What follows belongs to an exercise in optimizing a design on an open flow for small area; a production flow would make more cautious choices. At most, simulation tests tie the RTL to the original design; equivalence was not proved. The RTL of runs 2 to 4 was laid out without a check of its function. Power figures rest on the tool's default switching activity, not on a simulated workload.

### design/flow/design.v
module CPUtop (input power,reset,clk,writeI,softReset,input [31:0] dataI,TPC,output valid,
	output [4:0] wb_reg, output [31:0] wb_data,
	output mem_we, output [31:0] mem_addr, mem_wdata,
	output [31:0] pc);
	localparam MS = 22;    
	integer p;
	reg [29:0] ipc;             
	reg [31:0] instr;           
	reg [511:0] imem;           
	reg [255:0] rf;             
	reg [255:0] dm;             
	reg [31:0] d_ir;            
	reg x_M, x_D, x_ADD, x_SUB, x_SLT, x_J, x_rw, x_mr, x_mw;    
	reg [4:0] x_wr;
	reg [15:0] x_imm;           
	reg x_R;
	reg [31:0] x_rt;
	reg [31:0] m_alu, m_sd;
	reg [MS-1:0] m_q;
	reg m_s, m_M, m_D;
	reg [4:0] m_wr;
	reg m_rw, m_mr, m_mw, m_J;
	reg [31:0] w_d;             
	reg [4:0] w_wr;
	reg w_rw;
	wire clr = reset | softReset;
	genvar j, t;
	wire [1:0] bo = TPC[1:0];
	wire [3:0] bw0 = TPC[5:2];
	wire [3:0] bw1 = TPC[5:2] + 4'd1;
	wire [31:0] rot = (bo == 2'd0) ? dataI :
	                  (bo == 2'd1) ? {dataI[7:0], dataI[31:8]} :
	                  (bo == 2'd2) ? {dataI[15:0], dataI[31:16]} :
	                                 {dataI[23:0], dataI[31:24]};
	reg rq;
	always @(posedge clk) rq <= reset;
	wire [31:0] idat = rot & {32{~(reset & rq)}};
	always @(posedge clk) begin
		for (p = 0; p < 64; p = p + 1)
			if (reset | (writeI & (((p/4) == bw0 && (p%4) >= bo) || ((p/4) == bw1 && (p%4) < bo))))
				imem[32*(p/4) + 24 - 8*(p%4) +: 8] <= idat[24 - 8*(p%4) +: 8];
	end
	always @(posedge clk) begin
		if (reset) instr <= 32'd0;
		else if (!writeI) instr <= imem[32*ipc[3:0] +: 32];
	end
	wire [30:0] ic;
	wire [29:0] ipc1;
	assign ic[0] = 1'b1;
	generate
		for (j = 0; j < 30; j = j + 1) begin : inc
			assign ipc1[j] = ipc[j] ^ ic[j];
			assign ic[j+1] = ipc[j] & ic[j];
		end
	endgenerate
	always @(posedge clk) begin
		if (reset) ipc <= 30'd0;
		else if (!softReset && power) ipc <= m_J ? {14'd0, m_alu[17:2]} : ipc1;
	end
	always @(negedge clk) begin
		if (clr) d_ir <= 32'd0;
		else if (power) d_ir <= instr;
	end
	wire [5:0] op = d_ir[31:26];
	wire [5:0] fn = d_ir[5:0];
	wire isR = (op == 6'b000000);
	wire isJ = (op == 6'b000010);
	wire isAddi = (op == 6'b001000);
	wire isAddiu = (op == 6'b001001);
	wire isLw = (op == 6'b100011);
	wire isSw = (op == 6'b101011);
	wire fSLL = (fn == 6'b000000), fSRL = (fn == 6'b000010), fADD = (fn == 6'b100000), fMUL = (fn == 6'b011000),
	     fDIV = (fn == 6'b011010), fSUB = (fn == 6'b100010), fSLT = (fn == 6'b101010);
	wire id_M = isR & (fMUL | fSLL);
	wire id_D = isR & (fDIV | fSRL);
	wire id_ADD = isLw | isSw | isAddi | (isR & fADD);
	wire id_SUB = isR & fSUB;
	wire id_SLT = isR & fSLT;
	wire id_rw = isR | isAddi | isAddiu | isLw;
	wire [4:0] id_wr = isR ? d_ir[15:11] : d_ir[20:16];
	wire [31:0] rs_v = rf[32*d_ir[23:21] +: 32];    
	wire [31:0] rt_v = rf[32*d_ir[18:16] +: 32];
	wire [31:0] onehot = (rt_v[31:5] == 27'd0) ? (32'd1 << rt_v[4:0]) : 32'd0;
	wire [31:0] id_rt = (isR & (fSLL | fSRL)) ? onehot : rt_v;
	wire [31:0] id_col = isR ? id_rt : {16'd0, d_ir[15:0]};
	always @(negedge clk) begin
		if (clr) begin
			x_M <= 0; x_D <= 0; x_ADD <= 0; x_SUB <= 0; x_SLT <= 0; x_J <= 0;
			x_rw <= 0; x_mr <= 0; x_mw <= 0; x_wr <= 0;
			x_imm <= 0; x_R <= 0; x_rt <= 0;
		end else if (power) begin
			x_M <= id_M; x_D <= id_D; x_ADD <= id_ADD; x_SUB <= id_SUB; x_SLT <= id_SLT; x_J <= isJ;
			x_rw <= id_rw; x_mr <= isLw; x_mw <= isSw; x_wr <= id_wr;
			x_imm <= id_col[15:0]; x_R <= isR; x_rt <= id_rt;
		end
	end
	wire [31:0] x_col = {x_rt[31:16] & {16{x_R}}, x_imm};
	wire [31:0] A = rs_v;
	wire sub = x_SUB | x_SLT;
	wire [32:0] ac;
	wire [31:0] asum;
	assign ac[0] = sub;
	generate
		for (t = 0; t < 32; t = t + 1) begin : add
			wire y = x_col[t] ^ sub;
			assign asum[t] = A[t] ^ y ^ ac[t];
			assign ac[t+1] = (A[t] & y) | (A[t] & ac[t]) | (y & ac[t]);
		end
	endgenerate
	wire [31:0] res_ex = (x_ADD | x_SUB) ? asum :
	                     x_SLT ? {31'd0, ~ac[32]} :
	                     x_J ? {14'd0, x_col[15:0], 2'b00} : 32'd0;
	wire [32*32-1:0] S;         
	wire [31:0] sg, q;
	wire [32:0] zx, zm;         
	assign zx[32] = 1'b1;
	assign zm[32] = 1'b1;
	generate
		for (j = 31; j >= 0; j = j - 1) begin : zchain
			assign zx[j] = zx[j+1] & ~x_col[j];
			assign zm[j] = zm[j+1] & ~m_sd[j];
		end
		for (j = 0; j < 32; j = j + 1) begin : row
			wire rM, rD, aj, act, sp, g1, g0;
			wire [31:0] cv;
			if (j < MS) begin : exr
				assign rM = x_M;
				assign rD = x_D;
				assign aj = A[31-j];
				assign cv = x_col;
				assign act = zx[j+1];
				if (j == 0) begin : s0
					assign sp = 1'b0;
				end else begin : sn
					assign sp = sg[j-1];
				end
			end else begin : memr
				assign rM = m_M;
				assign rD = m_D;
				assign aj = m_alu[31-j];
				assign cv = m_sd;
				assign act = zm[j+1];
				if (j == MS) begin : s0
					assign sp = m_s;
				end else begin : sn
					assign sp = sg[j-1];
				end
			end
			wire da = rD & act;
			assign g1 = rM ? aj : (da & sp);
			assign g0 = da & ~sp;
			wire [j+1:0] c;
			assign c[0] = g0;
			for (t = 0; t <= j; t = t + 1) begin : fa
				wire x, y;
				if (t == 0) begin : inj
					assign x = ~rM & aj;
				end else if (j == MS) begin : fromreg
					assign x = m_alu[32-MS+t-1];
				end else begin : fromrow
					assign x = S[32*(j-1) + t - 1];
				end
				assign y = cv[t] ? g1 : g0;
				assign S[32*j + t] = x ^ y ^ c[t];
				assign c[t+1] = (x & y) | (x & c[t]) | (y & c[t]);
			end
			assign sg[j] = da & ~c[j+1];
			assign q[j] = c[j+1];
		end
	endgenerate
	wire x_arr = x_M | x_D;
	always @(negedge clk) begin
		if (clr) begin
			m_alu <= 0; m_sd <= 0; m_q <= 0; m_s <= 0; m_M <= 0; m_D <= 0;
			m_wr <= 0; m_rw <= 0; m_mr <= 0; m_mw <= 0; m_J <= 0;
		end else if (power) begin
			m_alu <= x_arr ? {S[32*(MS-1) +: MS], A[31-MS:0]} : res_ex;
			m_sd <= x_rt; m_q <= q[MS-1:0]; m_s <= sg[MS-1]; m_M <= x_M; m_D <= x_D;
			m_wr <= x_wr; m_rw <= x_rw; m_mr <= x_mr; m_mw <= x_mw; m_J <= x_J;
		end
	end
	wire [31:0] quo;
	generate
		for (j = 0; j < 32; j = j + 1) begin : qbits
			if (j < MS) begin : lo
				assign quo[31-j] = m_q[j];
			end else begin : hi
				assign quo[31-j] = q[j];
			end
		end
	endgenerate
	wire [31:0] arr = m_M ? S[32*31 +: 32] : (zm[0] ? 32'd0 : quo);
	always @(posedge clk) begin
		for (p = 0; p < 8; p = p + 1)
			if (reset | (m_mw & (m_alu[2:0] == p)))
				dm[32*p +: 32] <= m_sd;
	end
	wire [31:0] dmq = dm[32*m_alu[2:0] +: 32];
	always @(negedge clk) begin
		if (clr) begin
			w_d <= 0; w_wr <= 0; w_rw <= 0;
		end else if (power) begin
			w_d <= m_mr ? dmq : (m_M | m_D) ? arr : m_alu;
			w_wr <= m_wr; w_rw <= m_rw;
		end
	end
	always @(negedge clk) begin
		for (p = 0; p < 8; p = p + 1)
			if (reset | (w_rw & (w_wr[2:0] == p)))
				rf[32*p +: 32] <= w_d;
	end
	assign valid = w_rw;
	assign wb_reg = w_wr;
	assign wb_data = w_d;
	assign mem_we = m_mw;
	assign mem_addr = m_alu;
	assign mem_wdata = m_sd;
	assign pc = {ipc, 2'b00};
endmodule
### design/flow/run.sh
#!/bin/bash
# synth_recipe.tcl (not shown) runs the flow's synth.tcl, then flattens the netlist and writes it again
# the make line also repeats each setting of config.mk as NAME=value (left out here)
make -C /OpenROAD-flow-scripts/flow DESIGN_CONFIG=/design/flow/config.mk WORK_HOME=/design/flow/orfs CLKGATE_MAP_FILE= SYNTH_SCRIPT=/design/flow/synth_recipe.tcl finish
### design/flow/config.mk
export PLATFORM = sky130hd
export DESIGN_NAME = CPUtop
export DESIGN_NICKNAME = CPUtop
export VERILOG_FILES = /design/flow/design.v
export SDC_FILE = /design/flow/constraint.sdc
export NUM_CORES = 4
export LEC_CHECK = 0
export ABC_AREA = 1
export CAP_MARGIN = 20
export CORE_MARGIN = 2
export CORE_UTILIZATION = 60
export CTS_BUF_LIST = sky130_fd_sc_hd__clkbuf_8
export CTS_CLUSTER_SIZE = 40
export PLACE_DENSITY = 0.7
export SLEW_MARGIN = 20
### design/flow/constraint.sdc
create_clock -name core_clock -period 140.0 [get_ports {clk}]
set_input_delay 28.0000 -clock core_clock [delete_from_list [all_inputs] [get_ports {clk}]]
set_output_delay 28.0000 -clock core_clock [all_outputs]
set_load 0.01 [all_outputs]
==> run_results.csv, run 1 <==
group,metric,value,unit
yosys,ys.flop_type,"edfxtp_1",
timing,setup_violations,0,
pwr,power_per_cell_area,13.9,nW/µm²
yosys,synth_edf_count,992,
timing,slew_headroom,0.122,
global_routing,overflow,0,
critical_path,cp_max_fo,32,
critical_path,cpMostUsedCell,"fa_1",
die,die_h,353,µm
routing,wl_met3,31600,µm
cts,ctsResizeCount,0,
cells_and_area,register_area,35600,µm²
critical_path,r2r_slack,8.76,ns
routing,route.detailed.drc,0,
outcome,status,"complete, no violations",
critical_path,crit_path_start,"m_sd[26]",
placed_design,numPortBuffers,175,
routing,drtIter0Drc,8457,
critical_path,worst_path_dominant_cell_family,"adder cells",
pwr,p_comb_frac,0.282,
yosys,ys_seq_area_frac,0.486,
timing,maxSlewViolCount,0,
routing,wirelength,239000,µm
timing,min_period,131.24,ns
placed_design,gp_congestion,0.988,
cts,postCtsHoldBufs,0,
critical_path,r2r_cells,367,
global_routing,grt.total_usage,0.380,
pwr,p_sw_frac,0.356,
cells_and_area,area_delta_synth_final,12.4,%
cells_and_area,drive_above_1_share,0.0722,
critical_path,r2r_start,"m_sd[26]",
cts,cts_buffers,206,
global_routing,grt_pass1_vias,58822,
routing,wire_per_inst,24.6,µm
run,max_cap_viol_count,0,
timing,setup_tns,0,ns
critical_path,setup.worst_path.class,"reg -> reg",
placed_design,hpwl,160000,µm
global_routing,grt_max_degree,170,
cells_and_area,fin_util,0.678,
pwr,irDropWorstVdd,0.0000104,V
cts,cts_tree,"yes",
cells_and_area,multi_input_area,33600,µm²
die,die-width,353,µm
critical_path,reg2reg_to,"w_d[31]",
cts,cts_setup_buffers,0,
min_path,worst_hold_path.num_cells,2,
yosys,post_synth_num_cell_types,48,
timing,hold_viol_final,0,
die,io_pins,204,
yosys,syn_inst,7460,
min_path,hold_end,"d_ir[9]",
routing,drtAntennaViolNets,0,
die,row_count,128,
critical_path,startpoint_type,"flip-flop",
global_routing,grt_antenna_before_repair,9,
timing,finClkSkew,0.175,ns
yosys,synth_seq_cells,1282,
cts,clk_pin_slew,0.04,ns
critical_path,cp_data_arrival_time,202.03,ns
yosys,async_flop_share,0,
timing,max_slew.worst_pin.slew,1.30,ns
cts,insertion_delay,1.00,ns
critical_path,max_stage_delay,0.58,ns
yosys,avgSynthCellArea,9.82,µm²
pwr,leakagePower,32.9,nW
cts,cts_sinks,1282,
routing,vias_per_cell,6.23,
min_path,worst_hold_path_type,"reg -> reg",
routing,first_pass_iters,7,
routing,wl_met2,106000,µm
routing,highest_layer,"met5",
pwr,internal_power,0.000738,W
timing,finalCritPeriodShare,0.937,
cells_and_area,fin_nets,8566,
critical_path,cp_num_buf_inv,51,
cells_and_area,fill_cells,9592,
routing,vias,60474,
critical_path,worst_path_max_delay_cell,"fa_1",
die,start_util,0.603,
pwr,p_switching,0.000408,W
yosys,synth_area,73300,µm²
cts,ctsLongestPathBuffers,3,
pwr,p_clk_frac,0.323,
cts,root_buffer,"clkbuf_8",
cts,cts_htree_levels,4,
timing,rsz0062_at_grt,"no",
global_routing,grt_pass1_wl,356000,µm
cells_and_area,final_cell_mix,"1412 x o21ai_0, 1126 x nand2_1, 1053 x inv_1",
min_path,holdCritStartpoint,"d_ir[9]",
cells_and_area,final_common_cell,"o21ai_0",
timing,max_freq,7.62,MHz
critical_path,critPathRequiredTime,210.78,ns
pwr,p_seq_frac,0.394,
yosys,synth_warnings,1,
routing,wl_met1,89700,µm
die,dieArea,125000,µm²
critical_path,endpoint_kind,"flip-flop",
die,core-area,122000,µm²
[synthesized netlist by cell type (16+ instances only)]
| library cell | number | area [µm²] |
|---|---|---|
| buf_2 | 16 | 80.1 |
| o21ai_0 | 1455 | 7280 |
| inv_1 | 490 | 1840 |
| nor3_1 | 17 | 85.1 |
| clkbuf_1 | 542 | 2030 |
| dfxtp_1 | 290 | 5810 |
| o21ai_1 | 31 | 155 |
| o221ai_1 | 74 | 648 |
| buf_1 | 38 | 143 |
| o22ai_1 | 87 | 544 |
| a22oi_1 | 101 | 758 |
| nand2_1 | 1126 | 4230 |
| fa_1 | 559 | 11200 |
| nand4_1 | 34 | 213 |
| o211ai_1 | 118 | 886 |
| buf_4 | 34 | 255 |
| a221oi_1 | 27 | 236 |
| nand3_1 | 177 | 886 |
| ha_1 | 28 | 350 |
| o311ai_0 | 26 | 228 |
| nor2_1 | 649 | 2440 |
| edfxtp_1 | 992 | 29800 |
| a31oi_1 | 77 | 482 |
| xor2_1 | 28 | 245 |
| a21oi_1 | 359 | 1800 |
[layer usage]
layer  up-vias  GRT usage
met3       638      0.122
li1      26783          -
met2      3689      0.566
met1     29356      0.507
met5         -          0
met4         8      0.183
[logic make-up after synthesis]
| kind of cell | Yosys count | synth area share |
|---|---|---|
| AOI/OAI and AO/OA | 2385 | 0.182 |
| and+or+nand+nor | 2029 | 0.110 |
| DFF | 1282 | 0.486 |
| buffers and inverters | 1144 | 0.0608 |
| adders and majority gates | 587 | 0.158 |
| xor gates and xnor gates | 32 | 0.00382 |
| other | 1 | 0.0000512 |
[sequential cells by signal, summed over array words and instances, names as in the netlist, 5 cells and up]
register and flops:
m_q 22, dm 256, x_wr 5, d_ir 30
x_rt 32, m_wr 5, w_wr 5, instr 30
imem 480, rf 256, x_imm 16, m_sd 32
w_d 32, ipc 30, m_alu 32
[worst max-delay path by stage]
stage                         end  slack, ns  depth (start not counted)
after floorplan           w_d[31]      16.04                        367
after global placement    w_d[31]       9.78                        367
after detailed placement  w_d[31]       8.65                        367
after CTS                 w_d[31]       8.46                        367
after global routing      w_d[31]       3.76                        367
final                     w_d[31]       8.76                        367
[through the flow]
| step | hold WS, ns | setup WS (ns) | cells | cell area (µm²) | total power [W] |
|---|---|---|---|---|---|
| detailed placement | 0.453 | 8.65 | 8840 | 76500 | 0.000792 |
| global route | 0.472 | 3.76 | 9700 | 82400 | 0.00120 |
| floorplan | 0.434 | 16.04 | 7461 | 73300 | 0.000667 |
| finish | 0.460 | 8.76 | 9702 | 82400 | 0.00115 |
| global placement | 0.445 | 9.78 | 8839 | 76500 | 0.000789 |
| CTS | 0.459 | 8.46 | 9695 | 82300 | 0.00114 |
[power by group through the flow]
stage                clock, W  combinational [W]  sequential (W)
detailed placement  0.0000207           0.000313        0.000458
floorplan           0.0000207           0.000192        0.000455
CTS                  0.000373           0.000318        0.000452
global placement    0.0000207           0.000311        0.000457
finish               0.000371           0.000323        0.000452
global route         0.000398           0.000350        0.000454
[worst reg2reg max path: cells and delay by family (launching register included)]
family	cells	cell delay, ns
adders and majority gates	275	118.10
DFF	1	0.49
AOI/OAI and AO/OA	15	3.12
buffers and inverters	51	6.23
and+or+nand+nor	26	3.19
[area by class of cell]
type / count / share of cell area
clock inverters: 631 / 0.0328
repair buffers: 389 / 0.0408
clock buffers: 225 / 0.0376
multi-input cells: 5035 / 0.408
flip-flops and latches: 1282 / 0.432
diodes: 4 / 0.000122
inverters: 511 / 0.0235
well taps: 1625 / 0.0247
==> inputs of run 2 (changes only) <==
--- a/design/flow/design.v
+++ b/design/flow/design.v
@@ -32,9 +32,7 @@
 	                  (bo == 2'd1) ? {dataI[7:0], dataI[31:8]} :
 	                  (bo == 2'd2) ? {dataI[15:0], dataI[31:16]} :
 	                                 {dataI[23:0], dataI[31:24]};
-	reg rq;
-	always @(posedge clk) rq <= reset;
-	wire [31:0] idat = rot & {32{~(reset & rq)}};
+	wire [31:0] idat = rot & {32{~reset}};
 	always @(posedge clk) begin
 		for (p = 0; p < 64; p = p + 1)
 			if (reset | (writeI & (((p/4) == bw0 && (p%4) >= bo) || ((p/4) == bw1 && (p%4) < bo))))
@@ -190,10 +188,11 @@
 		end
 	endgenerate
 	wire [31:0] arr = m_M ? S[32*31 +: 32] : (zm[0] ? 32'd0 : quo);
+	wire [31:0] ddat = m_sd & {32{~reset}};
 	always @(posedge clk) begin
 		for (p = 0; p < 8; p = p + 1)
 			if (reset | (m_mw & (m_alu[2:0] == p)))
-				dm[32*p +: 32] <= m_sd;
+				dm[32*p +: 32] <= ddat;
 	end
 	wire [31:0] dmq = dm[32*m_alu[2:0] +: 32];
 	always @(negedge clk) begin
@@ -204,10 +203,11 @@
 			w_wr <= m_wr; w_rw <= m_rw;
 		end
 	end
+	wire [31:0] rdat = w_d & {32{~reset}};
 	always @(negedge clk) begin
 		for (p = 0; p < 8; p = p + 1)
 			if (reset | (w_rw & (w_wr[2:0] == p)))
-				rf[32*p +: 32] <= w_d;
+				rf[32*p +: 32] <= rdat;
 	end
 	assign valid = w_rw;
 	assign wb_reg = w_wr;
==> run 2 against run 1 <==
Against the previous run: largest power group unchanged; cell area about the same; sequential share of layout area is 0.066 points lower; cell count increased by 0.23%; still clean; synthesized area rose by 0.57%; critical path depth fell by 6; first-iteration DRC count decreased by 7.6%.
==> run_results.csv, run 2 <==
group,metric,value,unit
global_routing,grt_pass1_vias,58611,
pwr,irDropWorstVdd,0.0000115,V
timing,slew_headroom,0.217,
cts,insertion_delay,0.94,ns
die,start_util,0.605,
placed_design,placed_cell_area,76500,µm²
routing,drtAntennaViolNets,0,
cells_and_area,fin_util,0.677,
routing,wire_per_inst,24.2,µm
cells_and_area,final_cell_mix,"1365 x o21ai_0, 1148 x nand2_1, 1079 x inv_1",
yosys,avgSynthCellArea,9.78,µm²
global_routing,grt_pass1_wl,352000,µm
timing,maxSlewViolCount,0,
routing,vias,60445,
cells_and_area,drive_above_1_share,0.0661,
min_path,hold_end,"w_wr[1]",
cells_and_area,top_register,"imem",
min_path,holdCritStartpoint,"m_wr[1]",
critical_path,critPathRequiredTime,210.74,ns
critical_path,r2r_start,"m_sd[24]",
yosys,ys_seq_area_frac,0.483,
critical_path,cp_data_arrival_time,203.78,ns
critical_path,cpMostUsedCell,"fa_1",
cts,cts_setup_buffers,0,
global_routing,grt.total_usage,0.374,
yosys,netlist.area_leader.share,0.404,
outcome,status,"complete, no violations",
min_path,worst_hold_path_type,"reg -> reg",
critical_path,endpoint_kind,"flip-flop",
timing,finalCritPeriodShare,0.950,
routing,wirelength,236000,µm
critical_path,max_stage_delay,0.80,ns
placed_design,numPortBuffers,175,
yosys,synth.largest_area_cell,"edfxtp_1",
critical_path,startpoint_type,"flip-flop",
timing,setup_tns,0,ns
global_routing,overflow,0,
yosys,post_synth_num_cell_types,47,
timing,max_slew.worst_pin.slew,1.17,ns
cts,cts_buffers,202,
die,core-area,122000,µm²
critical_path,r2r_cells,361,
timing,max_freq,7.52,MHz
routing,drtIter0Drc,7814,
cells_and_area,largest_registers,"imem: 480 flops, dm: 256 flops, rf: 256 flops",
yosys,synth_warnings,1,
timing,setup_violations,0,
cells_and_area,fin_nets,8576,
min_path,worst_hold_path.num_cells,2,
yosys,synth_edf_count,992,
run,max_cap_viol_count,0,
yosys,ys.flop_type,"edfxtp_1",
yosys,synth_most_common_cell,"o21ai_0",
cells_and_area,final_common_cell,"o21ai_0",
die,row_count,128,
cts,postCtsHoldBufs,0,
critical_path,worst_path_max_delay_cell,"clkinv_1",
yosys,synthTopCellsByCount,"1414 x o21ai_0, 1148 x nand2_1, 992 x edfxtp_1",
timing,finClkSkew,0.119,ns
placed_design,gp_congestion,0.996,
die,dieArea,126000,µm²
cts,root_buffer,"clkbuf_8",
critical_path,cp_max_fo,28,
timing,hold_viol_final,0,
cts,ctsLongestPathBuffers,3,
timing,min_period,133.03,ns
placed_design,hpwl,157000,µm
cts,cts_htree_levels,4,
yosys,synth.area.top_cells,"edfxtp_1 40%, fa_1 15%, o21ai_0 9.6%",
cts,cts_sinks,1281,
critical_path,r2r_slack,6.97,ns
die,die_h,354,µm
global_routing,grt_max_degree,181,
pwr,power_per_cell_area,13.4,nW/µm²
cells_and_area,area_delta_synth_final,11.9,%
cts,ctsResizeCount,0,
cells_and_area,fin_area,82500,µm²
cts,clk_pin_slew,0.03,ns
yosys,synth_seq_cells,1281,
routing,route.detailed.drc,0,
routing,vias_per_cell,6.22,
critical_path,setup.worst_path.class,"reg -> reg",
critical_path,reg2reg_to,"w_d[31]",
die,io_pins,204,
cells_and_area,largest_reg_flops,480,
yosys,syn_inst,7532,
routing,first_pass_iters,8,
cts,cts_tree,"yes",
timing,rsz0062_at_grt,"no",
global_routing,grt_antenna_before_repair,12,
yosys,async_flop_share,0,
pwr,leakagePower,32.6,nW
yosys,synth_area,73700,µm²
die,die-width,354,µm
## run 2: cell count changes in the layout (fill, tap and decap cells not counted), moves of 10 or more
cell	previous run	this run
buf_4	209	160
nand3_1	177	212
clkinvlp_2	6	19
nand2_1	1126	1148
o211ai_1	118	148
o21ai_0	1412	1365
o22ai_1	87	53
o221ai_1	74	99
nand4_1	34	24
inv_1	1053	1079
## run 2: how the worst max path moves through the flow
stage                  start  endpoint  depth (start not counted)
floorplan           m_sd[29]   w_d[31]                        368
global placement    m_sd[29]   w_d[31]                        363
detailed placement  m_sd[29]   w_d[31]                        363
CTS                 m_sd[29]   w_d[31]                        363
global route        m_sd[29]   w_d[31]                        363
finish              m_sd[24]   w_d[31]                        361
## run 2: routing by layer
layer	vias to the layer above	wire length (µm)	track usage
met5	-	34	0
met4	6	15100	0.227
met3	660	26600	0.101
met2	3633	106000	0.565
met1	29211	87500	0.484
li1	26935	-	-
## run 2: worst max-delay path: cells and delay by family, from the launching register on
| family | cells | cell delay (ns) |
|---|---|---|
| buf+inv | 50 | 6.58 |
| simple gates | 21 | 2.93 |
| compound gates | 15 | 4.37 |
| fa+ha+maj | 275 | 118.57 |
| flops | 1 | 0.36 |
## run 2: where the power goes
| part | internal [W] | switching (W) |
|---|---|---|
| clock | 0.000185 | 0.000192 |
| sequential | 0.000440 | 0.0000128 |
| combinational | 0.000107 | 0.000169 |
| total | 0.000731 | 0.000373 |
## run 2: final cells by class
class / count / area [µm²]
Clock buffer: 217 / 2990
Antenna cell: 9 / 22.5
Clock inverter: 642 / 2920
Inverter: 544 / 2060
Sequential cell: 1281 / 35600
Tap cell: 1625 / 2030
Multi-Input combinational cell: 5069 / 33800
Timing Repair Buffer: 337 / 3000
Fill cell: 9534 / 39400
## run 2: cell families (layout without fill, tap and decap cells)
family	Yosys count	in the layout	synth area share
AND/OR/NAND/NOR	2071	2071	0.112
other	1	11	0.0000509
buffers and inverters	1183	1740	0.0627
XOR/XNOR	32	32	0.00380
adder cells (fa/ha/maj)	587	587	0.157
flip-flops	1281	1281	0.483
AO/OA/AOI/OAI	2377	2377	0.182
## run 2: metrics by stage
step / hold WS (ns) / std cells / total power [W] / setup slack, ns
detailed placement: 0.450 / 8853 / 0.000748 / 6.72
CTS: 0.455 / 9711 / 0.00111 / 6.60
floorplan: 0.429 / 7533 / 0.000656 / 15.87
finish: 0.451 / 9724 / 0.00110 / 6.97
global placement: 0.445 / 8852 / 0.000744 / 7.92
global route: 0.473 / 9719 / 0.00117 / 1.78
==> inputs of run 3 (changes only) <==
--- a/design/flow/config.mk
+++ b/design/flow/config.mk
@@ -9,7 +9,6 @@
 export CAP_MARGIN = 20
 export CORE_MARGIN = 2
 export CORE_UTILIZATION = 60
-export CTS_BUF_LIST = sky130_fd_sc_hd__clkbuf_8
-export CTS_CLUSTER_SIZE = 40
+export CTS_BUF_LIST = sky130_fd_sc_hd__clkbuf_4 sky130_fd_sc_hd__clkbuf_8
 export PLACE_DENSITY = 0.7
 export SLEW_MARGIN = 20
==> run 3 against run 2 <==
Against the previous run: wire length about the same; critical path depth up 2; clock skew up 0.0019 ns; synthesized area unchanged; via count about the same; clock power up 3%; utilization up 0.14 points; die area unchanged; sequential power about the same; global-route usage about the same.
==> run_results.csv, run 3 <==
group,metric,value,unit
min_path,worst_hold_path_type,"reg -> reg",
routing,drtIter0Drc,7873,
timing,hold_viol_final,0,
timing,setup_violations,0,
run,max_cap_viol_count,0,
cts,root_buffer,"clkbuf_8",
timing,rsz0062_at_grt,"no",
critical_path,worst_path_max_delay_cell,"clkinv_1",
die,io_pins,204,
cells_and_area,multi_input_area,33800,µm²
critical_path,worst_path_dominant_cell_family,"adder cells",
global_routing,grt_antenna_before_repair,12,
cts,cts_sinks,1281,
critical_path,endpoint_kind,"flip-flop",
timing,setup_tns,0,ns
yosys,synthTopCellsByCount,"1414 x o21ai_0, 1148 x nand2_1, 992 x edfxtp_1",
placed_design,hpwl,157000,µm
cts,postCtsHoldBufs,0,
cells_and_area,register_area,35600,µm²
cells_and_area,fill_cells,9514,
cells_and_area,largest_reg_flops,480,
global_routing,overflow,0,
critical_path,cp_max_fo,28,
timing,finalCritPeriodShare,0.949,
critical_path,cp.depth,363,
routing,vias_per_cell,6.22,
pwr,irDropWorstVdd,0.0000116,V
cts,cts_tree,"yes",
cells_and_area,fin_area,82600,µm²
cells_and_area,final_cell_mix,"1365 x o21ai_0, 1148 x nand2_1, 1032 x inv_1",
global_routing,grt_pass1_wl,353000,µm
die,dieArea,126000,µm²
placed_design,placed_cells,8853,
die,core-area,122000,µm²
timing,fin_ws,7.11,ns
pwr,p_seq_frac,0.405,
die,die_h,354,µm
global_routing,grt.total_usage,0.374,
yosys,avgSynthCellArea,9.78,µm²
cts,insertion_delay,0.94,ns
critical_path,setup.worst_path.class,"reg -> reg",
pwr,p_comb_frac,0.247,
routing,wirelength,236000,µm
timing,max_slew.worst_pin.slew,1.16,ns
routing,vias,60457,
critical_path,cp_num_buf_inv,50,
yosys,synth_most_common_cell,"o21ai_0",
cts,cts_buffers,202,
yosys,synth.area.top_cells,"edfxtp_1 40%, fa_1 15%, o21ai_0 9.6%",
critical_path,r2r_cells,363,
cts,ctsLongestPathBuffers,3,
yosys,syn_inst,7532,
critical_path,startpoint_type,"flip-flop",
cells_and_area,largest_registers,"imem: 480 flops, dm: 256 flops, rf: 256 flops",
yosys,ys.flop_type,"edfxtp_1",
yosys,synth_edf_count,992,
die,die-width,354,µm
timing,max_freq,7.52,MHz
cells_and_area,final_common_cell,"o21ai_0",
cells_and_area,area_delta_synth_final,12.1,%
yosys,synth_warnings,1,
pwr,p_clk_frac,0.348,
yosys,async_flop_share,0,
critical_path,cp_data_arrival_time,203.64,ns
timing,fin_hold_ws,0.452,ns
routing,drtAntennaViolNets,0,
placed_design,placed_cell_area,76500,µm²
global_routing,grt_pass1_vias,58676,
placed_design,dp_slack,6.72,ns
timing,finClkSkew,0.121,ns
cells_and_area,drive_above_1_share,0.0718,
pwr,leakagePower,32.5,nW
pwr,power_per_cell_area,13.5,nW/µm²
routing,first_pass_iters,9,
pwr,p_sw_frac,0.334,
die,row_count,128,
die,start_util,0.605,
outcome,status,"complete, no violations",
cts,ctsResizeCount,0,
cells_and_area,layout.cells.non_filler,9723,
critical_path,max_stage_delay,0.82,ns
placed_design,numPortBuffers,175,
yosys,synth_seq_cells,1281,
pwr,p_switching,0.000373,W
cts,cts_setup_buffers,0,
yosys,ys_seq_area_frac,0.483,
routing,route.detailed.drc,0,
cells_and_area,fin_nets,8575,
global_routing,grt_max_degree,181,
yosys,netlist.area_leader.share,0.404,
timing,maxSlewViolCount,0,
cts,cts_htree_levels,4,
min_path,worst_hold_path.num_cells,2,
timing,slew_headroom,0.219,
cts,clk_pin_slew,0.03,ns
pwr,internal_power,0.000744,W
timing,min_period,132.89,ns
placed_design,gp_congestion,0.996,
routing,wire_per_inst,24.2,µm
yosys,synth.largest_area_cell,"edfxtp_1",
critical_path,critPathRequiredTime,210.75,ns
yosys,post_synth_num_cell_types,47,
critical_path,cpMostUsedCell,"fa_1",
cells_and_area,top_register,"imem",
yosys,synth_area,73700,µm²
==> run 3: power by group through the flow <==
stage | logic (W) | clock network [W] | registers, W
finish | 0.000276 | 0.000389 | 0.000453
global placement | 0.000265 | 0.0000207 | 0.000458
floorplan | 0.000182 | 0.0000207 | 0.000454
CTS | 0.000275 | 0.000392 | 0.000452
detailed placement | 0.000268 | 0.0000207 | 0.000459
global route | 0.000306 | 0.000419 | 0.000454
==> run 3: kinds of logic after synthesis <==
logic type / count (synthesis) / synth area share
compound gates: 2377 / 0.182
simple gates: 2071 / 0.112
flops: 1281 / 0.483
buf+inv: 1183 / 0.0627
fa+ha+maj: 587 / 0.157
xor+xnor: 32 / 0.00380
other cells: 1 / 0.0000509
==> run 3: cell type report <==
cell class	instances	share of cell area
Inverter	544	0.0249
Antenna cell	9	0.000273
Clock buffer	264	0.0404
Sequential cell	1281	0.431
Tap cell	1625	0.0246
Clock inverter	595	0.0331
Timing Repair Buffer	336	0.0362
Multi-Input combinational cell	5069	0.410
==> run 3: metal layers <==
layer  track usage  vias up  share of wire
met1         0.485    29271           0.37
met5             0        -       0.000059
li1              -    26930              -
met3         0.100      632           0.11
met2         0.567     3620           0.45
met4         0.227        4          0.063
==> run 3: worst paths after layout <==
| path | from | endpoint | slack (ns) |
|---|---|---|---|
| worst max register to register | m_sd[29] | w_d[31] | 7.11 |
| worst min-delay path | m_wr[0] | m_wr[0] | 0.45 |
| worst max-delay path | m_sd[29] | w_d[31] | 7.11 |
| worst min register to register | m_wr[0] | m_wr[0] | 0.45 |
==> run 3: tightest hold or removal path, stage by stage, from the launching register on <==
cell and delay (ns):
dfxtp_1 0.29, nand2_1 0.06, a21oi_1 0.05
==> run 3: through the flow <==
stage / utilization / power (W)
after floorplan: - / 0.000656
after global placement: 0.627 / 0.000744
after detailed placement: 0.627 / 0.000748
after CTS: 0.677 / 0.00112
after global routing: 0.678 / 0.00118
final: 0.678 / 0.00112
==> inputs of run 4 (changes only) <==
--- a/design/flow/design.v
+++ b/design/flow/design.v
@@ -2,7 +2,7 @@
 	output [4:0] wb_reg, output [31:0] wb_data,
 	output mem_we, output [31:0] mem_addr, mem_wdata,
 	output [31:0] pc);
-	localparam MS = 22;    
+	localparam MS = 21;    
 	integer p;
 	reg [29:0] ipc;             
 	reg [31:0] instr;           
@@ -12,9 +12,7 @@
 	reg [31:0] d_ir;            
 	reg x_M, x_D, x_ADD, x_SUB, x_SLT, x_J, x_rw, x_mr, x_mw;    
 	reg [4:0] x_wr;
-	reg [15:0] x_imm;           
-	reg x_R;
-	reg [31:0] x_rt;
+	reg [31:0] x_col, x_rt;
 	reg [31:0] m_alu, m_sd;
 	reg [MS-1:0] m_q;
 	reg m_s, m_M, m_D;
@@ -85,14 +83,13 @@
 		if (clr) begin
 			x_M <= 0; x_D <= 0; x_ADD <= 0; x_SUB <= 0; x_SLT <= 0; x_J <= 0;
 			x_rw <= 0; x_mr <= 0; x_mw <= 0; x_wr <= 0;
-			x_imm <= 0; x_R <= 0; x_rt <= 0;
+			x_col <= 0; x_rt <= 0;
 		end else if (power) begin
 			x_M <= id_M; x_D <= id_D; x_ADD <= id_ADD; x_SUB <= id_SUB; x_SLT <= id_SLT; x_J <= isJ;
 			x_rw <= id_rw; x_mr <= isLw; x_mw <= isSw; x_wr <= id_wr;
-			x_imm <= id_col[15:0]; x_R <= isR; x_rt <= id_rt;
-		end
-	end
-	wire [31:0] x_col = {x_rt[31:16] & {16{x_R}}, x_imm};
+			x_col <= id_col; x_rt <= id_rt;
+		end
+	end
 	wire [31:0] A = rs_v;
 	wire sub = x_SUB | x_SLT;
 	wire [32:0] ac;
--- a/design/flow/config.mk
+++ b/design/flow/config.mk
@@ -8,7 +8,6 @@
 export ABC_AREA = 1
 export CAP_MARGIN = 20
 export CORE_MARGIN = 2
-export CORE_UTILIZATION = 60
-export CTS_BUF_LIST = sky130_fd_sc_hd__clkbuf_4 sky130_fd_sc_hd__clkbuf_8
-export PLACE_DENSITY = 0.7
+export CORE_UTILIZATION = 50
+export PLACE_DENSITY = 0.6
 export SLEW_MARGIN = 20
==> run 4 against run 3 <==
Against the previous run: clock power increased by 16%; fmax decreased by 2.0%; synthesized area rose by 2.7%; largest cell class unchanged.
==> run_results.csv, run 4 <==
group,metric,value,unit
min_path,hold_end,"m_wr[2]",
yosys,synth_seq_cells,1295,
die,die_h,393,µm
critical_path,cp_data_arrival_time,206.27,ns
cts,insertion_delay,0.79,ns
yosys,synth_edf_count,992,
timing,min_period,135.62,ns
routing,drtAntennaViolNets,0,
routing,drtIter0Drc,7415,
cts,cts_tree,"yes",
placed_design,gp_congestion,0.952,
cells_and_area,largest_reg_flops,480,
critical_path,max_stage_delay,0.49,ns
outcome,status,"complete, no violations",
die,die-width,393,µm
critical_path,r2r_cells,388,
cells_and_area,largest_registers,"imem: 480 flops, dm: 256 flops, rf: 256 flops",
placed_design,placed_cells,9659,
routing,wirelength,250000,µm
die,start_util,0.504,
yosys,async_flop_share,0,
timing,max_slew.worst_pin.slew,1.22,ns
routing,route.detailed.drc,0,
global_routing,grt_pass1_wl,373000,µm
yosys,synthTopCellsByCount,"1345 x nand2_1, 1200 x o21ai_0, 992 x edfxtp_1",
cts,cts_buffers,144,
global_routing,grt_antenna_before_repair,5,
timing,max_freq,7.37,MHz
min_path,worst_hold_path.num_cells,2,
cells_and_area,layout.cells.non_filler,10436,
min_path,worst_hold_path_type,"reg -> reg",
timing,hold_viol_final,0,
cts,ctsLongestPathBuffers,3,
cells_and_area,drive_above_1_share,0.0684,
timing,fin_ws,4.38,ns
cells_and_area,final_cell_mix,"1343 x nand2_1, 1211 x inv_1, 1146 x o21ai_0",
cells_and_area,fin_nets,8955,
run,max_cap_viol_count,0,
yosys,syn_inst,7955,
die,core-area,150000,µm²
yosys,synth_warnings,1,
cts,cts_htree_levels,4,
yosys,post_synth_num_cell_types,53,
cts,root_buffer,"clkbuf_16",
global_routing,grt_pass1_vias,59657,
die,row_count,142,
critical_path,reg2reg_to,"w_d[0]",
critical_path,endpoint_kind,"flip-flop",
cts,clk_pin_slew,0.03,ns
yosys,synth_area,75700,µm²
pwr,power.total,0.00121,W
cells_and_area,top_register,"imem",
critical_path,r2r_start,"m_sd[31]",
yosys,synth.largest_area_cell,"edfxtp_1",
critical_path,startpoint_type,"flip-flop",
global_routing,overflow,0,
critical_path,setup.worst_path.class,"reg -> reg",
yosys,avgSynthCellArea,9.52,µm²
critical_path,r2r_slack,4.38,ns
yosys,synth.area.top_cells,"edfxtp_1 39%, fa_1 15%, dfxtp_1 8.0%",
critical_path,critPathRequiredTime,210.64,ns
routing,vias_per_cell,5.93,
timing,finClkSkew,0.0486,ns
placed_design,hpwl,168000,µm
routing,first_pass_iters,7,
cells_and_area,fin_area,85800,µm²
timing,finalCritPeriodShare,0.969,
yosys,ys_seq_area_frac,0.474,
pwr,p_switching,0.000400,W
cells_and_area,area_delta_synth_final,13.4,%
timing,maxSlewViolCount,0,
yosys,netlist.area_leader.share,0.394,
die,dieArea,155000,µm²
pwr,p_sw_frac,0.331,
pwr,leakagePower,34.8,nW
cts,cts_sinks,1295,
critical_path,worst_path_max_delay_cell,"fa_1",
critical_path,cp_max_fo,29,
pwr,power_per_cell_area,14.1,nW/µm²
global_routing,grt_max_degree,117,
placed_design,dp_slack,0.383,ns
pwr,internal_power,0.000808,W
yosys,ys.flop_type,"edfxtp_1",
pwr,p_seq_frac,0.378,
pwr,irDropWorstVdd,0.00000781,V
timing,slew_headroom,0.177,
min_path,holdCritStartpoint,"m_wr[2]",
die,io_pins,204,
placed_design,placed_cell_area,78700,µm²
pwr,p_clk_frac,0.373,
placed_design,numPortBuffers,175,
critical_path,cpMostUsedCell,"fa_1",
cells_and_area,final_common_cell,"nand2_1",
global_routing,grt.total_usage,0.324,
timing,setup_violations,0,
routing,wire_per_inst,24.0,µm
timing,setup_tns,0,ns
pwr,p_comb_frac,0.249,
routing,vias,61918,
yosys,synth_most_common_cell,"nand2_1",
-- run 4: cell types whose count changed after synthesis, sizes merged, moves of 13 or more --
cell	change
clkbuf	-81
a31oi	-28
nand2	+200
o21ai	-194
dfxtp	+14
a21oi	+21
inv	+206
nor2	-13
buf	+86
o211ai	-25
nand3	+225
-- run 4: power groups by stage --
stage | clock network (W) | logic [W] | registers, W
2_1_floorplan | 0.0000213 | 0.000197 | 0.000458
3_3_place_gp | 0.0000213 | 0.000292 | 0.000462
3_5_place_dp | 0.0000213 | 0.000291 | 0.000463
4_1_cts | 0.000456 | 0.000299 | 0.000456
5_1_grt | 0.000484 | 0.000336 | 0.000458
6_report | 0.000451 | 0.000301 | 0.000456
-- run 4: area by class of cell --
class / instances / area (µm²)
antenna: 2 / 5.00
clock buffer: 169 / 3810
clock inverter: 595 / 2980
fill: 13171 / 64300
inverter: 752 / 2850
multi-input combinational: 5265 / 34700
sequential: 1295 / 35900
tap: 2016 / 2520
timing repair buffer: 342 / 3080
-- run 4: worst max-delay path by stage --
stage               startpoint       to  slack (ns)  depth (start not counted)
floorplan             m_sd[28]  w_d[31]        6.02                        399
global placement      m_sd[28]   w_d[0]        0.89                        387
detailed placement    m_sd[28]   w_d[0]        0.38                        387
CTS                   m_sd[28]   w_d[0]        0.27                        387
global route          m_sd[29]  w_d[31]       -0.15                        390
finish                m_sd[31]   w_d[0]        4.38                        388
-- run 4: what timing repair did --
action	in CTS	in global routing
hold buffers	0	0
setup endpoints to repair	0	11
setup buffers	0	8
resized for setup	0	82
hold endpoints to repair	0	0
-- run 4: metal layers --
layer	vias to the layer above	GRT usage	routed length [µm]
met1	30512	0.468	106000
met3	415	0.0671	25200
met4	4	0.119	7960
met5	-	0	27
li1	27834	-	-
met2	3153	0.482	111000
-- run 4: kinds of logic after synthesis --
family | Yosys count | synth area share
adders and majority gates | 587 | 0.152
DFF | 1295 | 0.474
buffers and inverters | 1396 | 0.0746
other | 1 | 0.0000495
AOI/OAI and AO/OA | 2151 | 0.162
and+or+nand+nor | 2494 | 0.134
xor gates and xnor gates | 31 | 0.00359
-- run 4: worst max-delay path, delay by kind of cell, from the launching register on --
family,cells,cell delay [ns]
flops,1,0.32
simple gates,24,2.79
fa+ha+maj,295,125.15
buf+inv,53,4.68
compound gates,16,2.45
-- run 4: metrics by stage --
step	util	hold WS (ns)
after floorplan	-	0.434
after global placement	0.524	0.446
after detailed placement	0.524	0.452
after CTS	0.569	0.456
after global routing	0.572	0.469
final	0.572	0.456
